From an optimization exercise on the open Yosys and OpenROAD flow, aimed at small area, a short achievable clock period and few clock cycles per item; shortcuts taken in it are not production practice. RTL that was checked went through simulation tests only; none was proved equivalent to the original. Power figures rest on the tool's default switching activity, not on a simulated workload.

Design dut, start of the top module:
module dut #(
    parameter int DATAW = 16
)(
    input  wire                 clk,
    input  wire                 rst_n,
    input  wire                 in_valid,
    output wire                 in_ready,
    input  wire signed [DATAW-1:0] in_data,
    output reg                  out_valid,
    input  wire                 out_ready,
    output wire signed [2*DATAW-1:0] out_data
);
Settings: LEC_CHECK=0, CAP_MARGIN=20, CORE_MARGIN=2, CORE_UTILIZATION=65, CTS_BUF_LIST=sky130_fd_sc_hd__clkbuf_16, CTS_CLUSTER_SIZE=30, PLACE_DENSITY=0.75, SETUP_SLACK_MARGIN=3.75, SLEW_MARGIN=20; clock period 7.5 ns.
standard.sh (not shown) runs the stock make flow with config.mk's settings and CLKGATE_MAP_FILE= SYNTH_SCRIPT=/design/flow/synth_recipe.tcl, a recipe that flattens the netlist after the stock synthesis.
==> flow/flow/run.sh <==
#!/bin/bash
# Own layout flow: the standard ORFS flow with two changes.
#  1. After the standard synthesis, flow/polarity.py picks the polarity of
#     each full adder (self-dual) and simple gate so that the inverters Yosys's
#     extract_fa leaves around full adders go away.  Registers, ports and the
#     function are unchanged.
#  2. The port buffers that buffer_ports inserts are sky130_fd_sc_hd__buf_1
#     instead of its default (the slow clkdlybuf4s50_1 delay buffer).
# Each step writes its full output to a log file in this folder.
set -euo pipefail
RES=$PWD/orfs/results/${FLOW_PLATFORM}/dut/base
bash standard.sh synth > standard_synth.log 2>&1
cp $RES/1_2_yosys.v synth_standard.v
python3 flow/polarity.py $FLOW_HOME/platforms/sky130hd/lib/sky130_fd_sc_hd__tt_025C_1v80.lib \
    synth_standard.v $RES/1_2_yosys.v > polarity.log 2>&1
rm -f $RES/1_synth.odb $RES/1_synth.sdc
export BUFFER_PORTS_ARGS="-buffer_cell sky130_fd_sc_hd__buf_1"
bash standard.sh finish > standard_finish.log 2>&1
Other scripts of this flow, unchanged in this note and not shown: flow/flow/polarity.py
The baseline completed without violations.
Testbench counts at the start, summed over its fixed seeds: cycles 16,016, items 16,000.
Then changed:
--- a/flow/design.v
+++ b/flow/design.v
@@ -9,23 +9,29 @@
     input  wire signed [DATAW-1:0] in_data,
     output reg                  out_valid,
     input  wire                 out_ready,
     output wire signed [2*DATAW-1:0] out_data
 );
     reg         v1;         
     reg  [15:0] a1;         
     wire        en2 = !out_valid || out_ready;    
     wire        en1 = !v1 || en2;                 
     assign in_ready = en1;
     wire        s    = in_data[15];
-    wire [15:0] absx = ({16{s}} ^ in_data) + {15'd0, s};
+    wire [15:0] z;    
+    assign z[0] = 1'b0;
+    genvar gi;
+    generate for (gi = 0; gi < 15; gi = gi + 1) begin : g_abs
+        assign z[gi+1] = z[gi] | (s & in_data[gi]);
+    end endgenerate
+    wire [15:0] absx = in_data ^ z;
     always @(posedge clk or negedge rst_n) begin
         if (!rst_n) begin
             v1        <= 1'b0;
             out_valid <= 1'b0;
         end else begin
             if (en1) v1 <= in_valid;
             if (en2) out_valid <= v1;
         end
     end
     always @(posedge clk) begin
         if (in_valid && en1) a1 <= absx;
The new run went through all stages and came out clean.
Critical path depth went up by 2.
Global-route usage grows by 0.30 points.
Core utilization increases by 0.65 points.
Clock skew rose by 0.0040 ns.
Worst setup slack is better by 0.022 ns.
Design area falls by 5.0%.
Synthesized area shrinks by 5.7%.
Via count falls by 8.7%.
Register-to-register slack got worse by 0.07 ns.
Final cell count went down by 6.3%.
Fmax grows by 0.60%.
Clock-buffer cell count is unchanged.
Wire length came out lower by about 9%.
Only the layout flow was run in the second run of this note; the RTL was not checked for function there.

---

Setup of rev 12:
Another version of the RTL of dut (not shown whole).
Size in the first run: ~54 I/O pins.
clock: 7.5 ns
lec_check: 0
cap_margin: 20
core_margin: 2
core_utilization: 65
cts_buf_list: sky130_fd_sc_hd__clkbuf_16
cts_cluster_size: 30
place_density: 0.75
setup_slack_margin: 3.75
slew_margin: 20
Scripts as last shown in full above: flow/flow/run.sh
Other scripts of this flow, unchanged in this note and not shown: flow/flow/polarity.py
Input changes introduced in rev 13 (baseline for comparison: rev 12):
-- flow/design.v --
<<< rev 12, line 352
    wire [29:0] sq;
    assign sq[10:0] = s_r[10:0];
    assign sq[11] = s_r[11] ^ (g_r[0]);
    assign sq[12] = s_r[12] ^ (g_r[0] & s_r[11]);
    assign sq[13] = s_r[13] ^ (g_r[0] & s_r[11] & s_r[12]);
    assign sq[14] = s_r[14] ^ (pg0);
    assign sq[15] = s_r[15] ^ (pg0 & s_r[14]);
    assign sq[16] = s_r[16] ^ (pg2);
    assign sq[17] = s_r[17] ^ (pg2 & s_r[16]);
    assign sq[18] = s_r[18] ^ (pg3);
    assign sq[19] = s_r[19] ^ (pg3 & s_r[18]);
    assign sq[20] = s_r[20] ^ (pg6);
    assign sq[21] = s_r[21] ^ (pg6 & s_r[20]);
    assign sq[22] = s_r[22] ^ (pg7);
    assign sq[23] = s_r[23] ^ (pg7 & s_r[22]);
    assign sq[24] = s_r[24] ^ (pg7 & s_r[22] & s_r[23]);
    assign sq[25] = s_r[25] ^ (pg8);
    assign sq[26] = s_r[26] ^ (pg8 & s_r[25]);
    assign sq[27] = s_r[27] ^ (pg8 & s_r[25] & s_r[26]);
    assign sq[28] = s_r[28] ^ (pg8 & s_r[25] & s_r[26] & s_r[27]);
    assign sq[29] = s_r[29] ^ (pg8 & s_r[25] & s_r[26] & s_r[27] & s_r[28]);
    assign out_data = {1'b0, f_r, sq[29:2], 1'b0, sq[0]};
endmodule
>>> rev 13, line 352
    wire [29:0] sq;
    assign sq[10:0] = s_r[10:0];
    assign sq[11] = s_r[11] ^ g_r[0];
    wire ao12 = &s_r[11:11];
    assign sq[12] = s_r[12] ^ (g_r[0] & ao12);
    wire ao13 = &s_r[12:11];
    assign sq[13] = s_r[13] ^ (g_r[0] & ao13);
    assign sq[14] = s_r[14] ^ pg0;
    wire ao15 = &s_r[14:14];
    assign sq[15] = s_r[15] ^ (pg0 & ao15);
    assign sq[16] = s_r[16] ^ pg2;
    wire ao17 = &s_r[16:16];
    assign sq[17] = s_r[17] ^ (pg2 & ao17);
    assign sq[18] = s_r[18] ^ pg3;
    wire ao19 = &s_r[18:18];
    assign sq[19] = s_r[19] ^ (pg3 & ao19);
    assign sq[20] = s_r[20] ^ pg6;
    wire ao21 = &s_r[20:20];
    assign sq[21] = s_r[21] ^ (pg6 & ao21);
    assign sq[22] = s_r[22] ^ pg7;
    wire ao23 = &s_r[22:22];
    assign sq[23] = s_r[23] ^ (pg7 & ao23);
    wire ao24 = &s_r[23:22];
    assign sq[24] = s_r[24] ^ (pg7 & ao24);
    assign sq[25] = s_r[25] ^ pg8;
    wire ao26 = &s_r[25:25];
    assign sq[26] = s_r[26] ^ (pg8 & ao26);
    wire ao27 = &s_r[26:25];
    assign sq[27] = s_r[27] ^ (pg8 & ao27);
    wire ao28 = &s_r[27:25];
    assign sq[28] = s_r[28] ^ (pg8 & ao28);
    wire ao29 = &s_r[28:25];
    assign sq[29] = s_r[29] ^ (pg8 & ao29);
    assign out_data = {1'b0, f_r, sq[29:2], 1'b0, sq[0]};
endmodule
[summary]
Compared rev 13 vs rev 12, and global-route wire length before repair is up in rev 13.
For rev 13, the commonest non-fill, non-tap cell in the layout was and2_1, unlike rev 12, where it was fa_1.
Rev 13 vs rev 12: worst setup slack after layout up
As far as clock skew is concerned, rev 12 and rev 13 perform about the same.
Rev 13: met2 track demand over resource is 1.4 points higher than what rev 12 reported.
Looking at final standard cell area without fillers across both flows, rev 13 is the stronger of the two, with rev 12 trailing.
Status: average wire length per cell after detail routing parity (rev 12, rev 13)
No functional check of the RTL was part of any run of this note.

---

RTL: one of the versions met above, not the one the previous note started from.
Size: roughly 510 cells after synthesis.
Settings: LEC_CHECK=0, CAP_MARGIN=20, CORE_MARGIN=2, CORE_UTILIZATION=65, CTS_BUF_LIST=sky130_fd_sc_hd__clkbuf_16, CTS_CLUSTER_SIZE=30, PLACE_DENSITY=0.75, SETUP_SLACK_MARGIN=3.6, SLEW_MARGIN=20; clock period 7.5 ns.
Scripts as last shown in full above: flow/flow/run.sh
Other scripts of this flow, unchanged in this note and not shown: flow/flow/polarity.py
The baseline completed with no timing, DRC or antenna violations.
Testbench counts at the start, summed over its fixed seeds: cycles 16,016, items 16,000.
Change:
--- a/flow/design.v
+++ b/flow/design.v
@@ -13,15 +13,21 @@
 );
     reg         v1;         
     reg  [15:0] a1;         
     wire        en2 = !out_valid || out_ready;    
     wire        en1 = !v1 || en2;                 
     assign in_ready = en1;
     wire        s    = in_data[15];
-    wire [15:0] absx = ({16{s}} ^ in_data) + {15'd0, s};
+    wire [15:0] z;    
+    assign z[0] = 1'b0;
+    genvar gi;
+    generate for (gi = 0; gi < 15; gi = gi + 1) begin : g_abs
+        assign z[gi+1] = z[gi] | (s & in_data[gi]);
+    end endgenerate
+    wire [15:0] absx = in_data ^ z;
     always @(posedge clk or negedge rst_n) begin
         if (!rst_n) begin
             v1        <= 1'b0;
             out_valid <= 1'b0;
         end else begin
             if (en1) v1 <= in_valid;
             if (en2) out_valid <= v1;
What happened: Combinational power decreases by 9.6%. Flip-flop and latch count stays the same. Via count decreases by 7.4%. Power decreases by 5.3%. Die area decreases by 5.5%. Critical path depth decreases by 1. Design area decreases by 3.4%. Hold slack got worse by 0.0063 ns. Sequential power decreases by about 2%. Register-to-register slack is about the same. Clock skew stays flat. Routed wire length decreases by 7.0%. Clock-buffer cell count is unchanged.
The RTL of the second run of this note was laid out without a check of its function.

---

dut, a different RTL version from the one above (not shown whole).
Size: about 580 cells after synthesis, about 59 flip-flops.
Design dut, start of the top module:
module dut #(
    parameter int DATAW = 16
)(
    input  wire                 clk,
    input  wire                 rst_n,
    input  wire                 in_valid,
    output wire                 in_ready,
    input  wire signed [DATAW-1:0] in_data,
    output reg                  out_valid,
    input  wire                 out_ready,
    output wire signed [2*DATAW-1:0] out_data
);
make LEC_CHECK=0 CAP_MARGIN=20 CORE_MARGIN=2 CORE_UTILIZATION=40 PLACE_DENSITY=0.6 SLEW_MARGIN=20 finish   # period 7.5 ns
run.sh (not shown) runs the stock make flow with config.mk's settings and CLKGATE_MAP_FILE= SYNTH_SCRIPT=/design/flow/synth_recipe.tcl, a recipe that flattens the netlist after the stock synthesis.
Stock flow here: none of the scripts above is used.
Testbench counts at the start, summed over its fixed seeds: cycles 16,016, items 16,000.
Next try:
--- a/flow/design.v
+++ b/flow/design.v
@@ -289,67 +289,15 @@
     wire fs75 = fc53 ^ fs54 ^ m[12];
     wire fc75 = (fc53 & fs54) | (fc53 & m[12]) | (fs54 & m[12]);
     wire fs76 = fc54 ^ pp_10_14 ^ pp_11_13;
     wire fc76 = (fc54 & pp_10_14) | (fc54 & pp_11_13) | (pp_10_14 & pp_11_13);
     wire fs77 = pp_11_14 ^ pp_12_13 ^ m[13];
     wire fc77 = (pp_11_14 & pp_12_13) | (pp_11_14 & m[13]) | (pp_12_13 & m[13]);
     wire [29:0] ra = {1'b0, pp_13_14, fc77, fc76, fc75, fc74, fc73, fc72, fc71, fc70, fc69, fc68, fc67, fc66, fc65, fc64, fc63, fc62, fc61, fc60, fc59, fc58, fc57, hc56, hc55, hs55, pp_0_2, pp_0_1, 1'b0, m[0]};
     wire [29:0] rb = {1'b0, m[14], pp_12_14, fs77, fs76, fs75, fs74, fs73, fs72, fs71, fs70, fs69, fs68, fs67, fs66, fs65, fs64, fs63, fs62, fs61, fs60, fs59, fs58, fs57, hs56, m[2], 1'b0, m[1], 1'b0, 1'b0};
-    reg f_r;    
-    reg [29:0] s_r;    
-    reg [6:0] g_r;    
-    reg [6:1] p_r;    
-    wire [8:0] bs0 = {1'b0, ra[7:0]} + {1'b0, rb[7:0]};
-    wire [4:0] bs1 = {1'b0, ra[11:8]} + {1'b0, rb[11:8]};
-    wire bp1 = &(ra[11:8] ^ rb[11:8]);
-    wire [4:0] bs2 = {1'b0, ra[15:12]} + {1'b0, rb[15:12]};
-    wire bp2 = &(ra[15:12] ^ rb[15:12]);
-    wire [4:0] bs3 = {1'b0, ra[19:16]} + {1'b0, rb[19:16]};
-    wire bp3 = &(ra[19:16] ^ rb[19:16]);
-    wire [4:0] bs4 = {1'b0, ra[23:20]} + {1'b0, rb[23:20]};
-    wire bp4 = &(ra[23:20] ^ rb[23:20]);
-    wire [4:0] bs5 = {1'b0, ra[27:24]} + {1'b0, rb[27:24]};
-    wire bp5 = &(ra[27:24] ^ rb[27:24]);
-    wire [2:0] bs6 = {1'b0, ra[29:28]} + {1'b0, rb[29:28]};
-    wire bp6 = &(ra[29:28] ^ rb[29:28]);
+    wire [29:0] sq = ra + rb;
+    reg [29:0] r2;    
     always @(posedge clk) begin
-        if (v1 && en2) begin
-            f_r <= a1[15];
-            s_r[7:0] <= bs0[7:0];
-            g_r[0] <= bs0[8];
-            s_r[11:8] <= bs1[3:0];
-            g_r[1] <= bs1[4];
-            p_r[1] <= bp1;
-            s_r[15:12] <= bs2[3:0];
-            g_r[2] <= bs2[4];
-            p_r[2] <= bp2;
-            s_r[19:16] <= bs3[3:0];
-            g_r[3] <= bs3[4];
-            p_r[3] <= bp3;
-            s_r[23:20] <= bs4[3:0];
-            g_r[4] <= bs4[4];
-            p_r[4] <= bp4;
-            s_r[27:24] <= bs5[3:0];
-            g_r[5] <= bs5[4];
-            p_r[5] <= bp5;
-            s_r[29:28] <= bs6[1:0];
-            g_r[6] <= bs6[2];
-            p_r[6] <= bp6;
-        end
+        if (v1 && en2) r2 <= {a1[15], sq[29:2], sq[0]};
     end
-    wire [6:1] cin;
-    assign cin[1] = g_r[0];
-    assign cin[2] = g_r[1] | (p_r[1] & cin[1]);
-    assign cin[3] = g_r[2] | (p_r[2] & cin[2]);
-    assign cin[4] = g_r[3] | (p_r[3] & cin[3]);
-    assign cin[5] = g_r[4] | (p_r[4] & cin[4]);
-    assign cin[6] = g_r[5] | (p_r[5] & cin[5]);
-    wire [29:0] sq;
-    assign sq[7:0] = s_r[7:0];
-    assign sq[11:8] = s_r[11:8] + {3'd0, cin[1]};
-    assign sq[15:12] = s_r[15:12] + {3'd0, cin[2]};
-    assign sq[19:16] = s_r[19:16] + {3'd0, cin[3]};
-    assign sq[23:20] = s_r[23:20] + {3'd0, cin[4]};
-    assign sq[27:24] = s_r[27:24] + {3'd0, cin[5]};
-    assign sq[29:28] = s_r[29:28] + {1'd0, cin[6]};
-    assign out_data = {1'b0, f_r, sq[29:2], 1'b0, sq[0]};
+    assign out_data = {1'b0, r2[29], r2[28:1], 1'b0, r2[0]};
 endmodule
What happened: Count of clock-buffer cells in the layout falls by 5. Wire length came out higher by about 20%. Design area is lower by 2.7%. Critical path depth climbs by 6. Synthesized cell count came out higher by 13%. Clock power fell by 44%. Cell count rose by about 8%. Via count came out higher by 14%. Global-route usage rose by 2.2 points.
Testbench counts after the change, summed over its fixed seeds: cycles 16,016, items 16,000.

separate check: timing with driven ports:
In the flow no input, the clock included, has a driving cell. The finished layouts below were timed again as built, in two steps. Step 1 (the two cells are an assumption about what drives the block):
set clk [get_ports {clk}]
set_driving_cell -lib_cell sky130_fd_sc_hd__clkbuf_16 $clk
set_driving_cell -lib_cell sky130_fd_sc_hd__buf_2 [delete_from_list [all_inputs] $clk]
Step 2 adds t to the input delays and takes it off the output delays; t is the mean of the earliest and latest rising clock arrival at the registers after step 1. Input paths then give back, and output paths get back, about the clock's delay inside the block. a / b / c = no drivers / after step 1 / after step 2; a / b = the first two.
| run | t (ns) | setup slack, ns | slew at the worst register clock pin (ns) | pins driven straight from the clock port |
|---|---|---|---|---|
| the first run of note 1 | 0.328 | 3.780 / 3.743 / 3.873 | 0.07 / 0.07 | 1 |
| the second run of note 1 | 0.333 | 3.802 / 3.802 / 3.802 | 0.08 / 0.08 | 1 |
| rev 12 | 0.332 | 3.558 / 3.520 / 3.852 | 0.08 / 0.08 | 1 |
| rev 13 | 0.328 | 3.826 / 3.790 / 3.863 | 0.07 / 0.07 | 1 |
| the first run of note 3 | 0.328 | 3.723 / 3.686 / 3.783 | 0.07 / 0.07 | 1 |
| the second run of note 3 | 0.335 | 3.702 / 3.663 / 3.770 | 0.08 / 0.08 | 1 |
| the first run of note 4 | 0.361 | 3.257 / 3.218 / 3.126 | 0.06 / 0.06 | 1 |
| the second run of note 4 | 0.340 | 2.399 / 2.399 / 2.399 | 0.07 / 0.07 | 1 |
After both steps setup and hold are still met in every run listed. For the first run of note 4, which loses most, drivers alone change the setup slack by -0.039 ns; drivers and shift together by -0.131 ns.
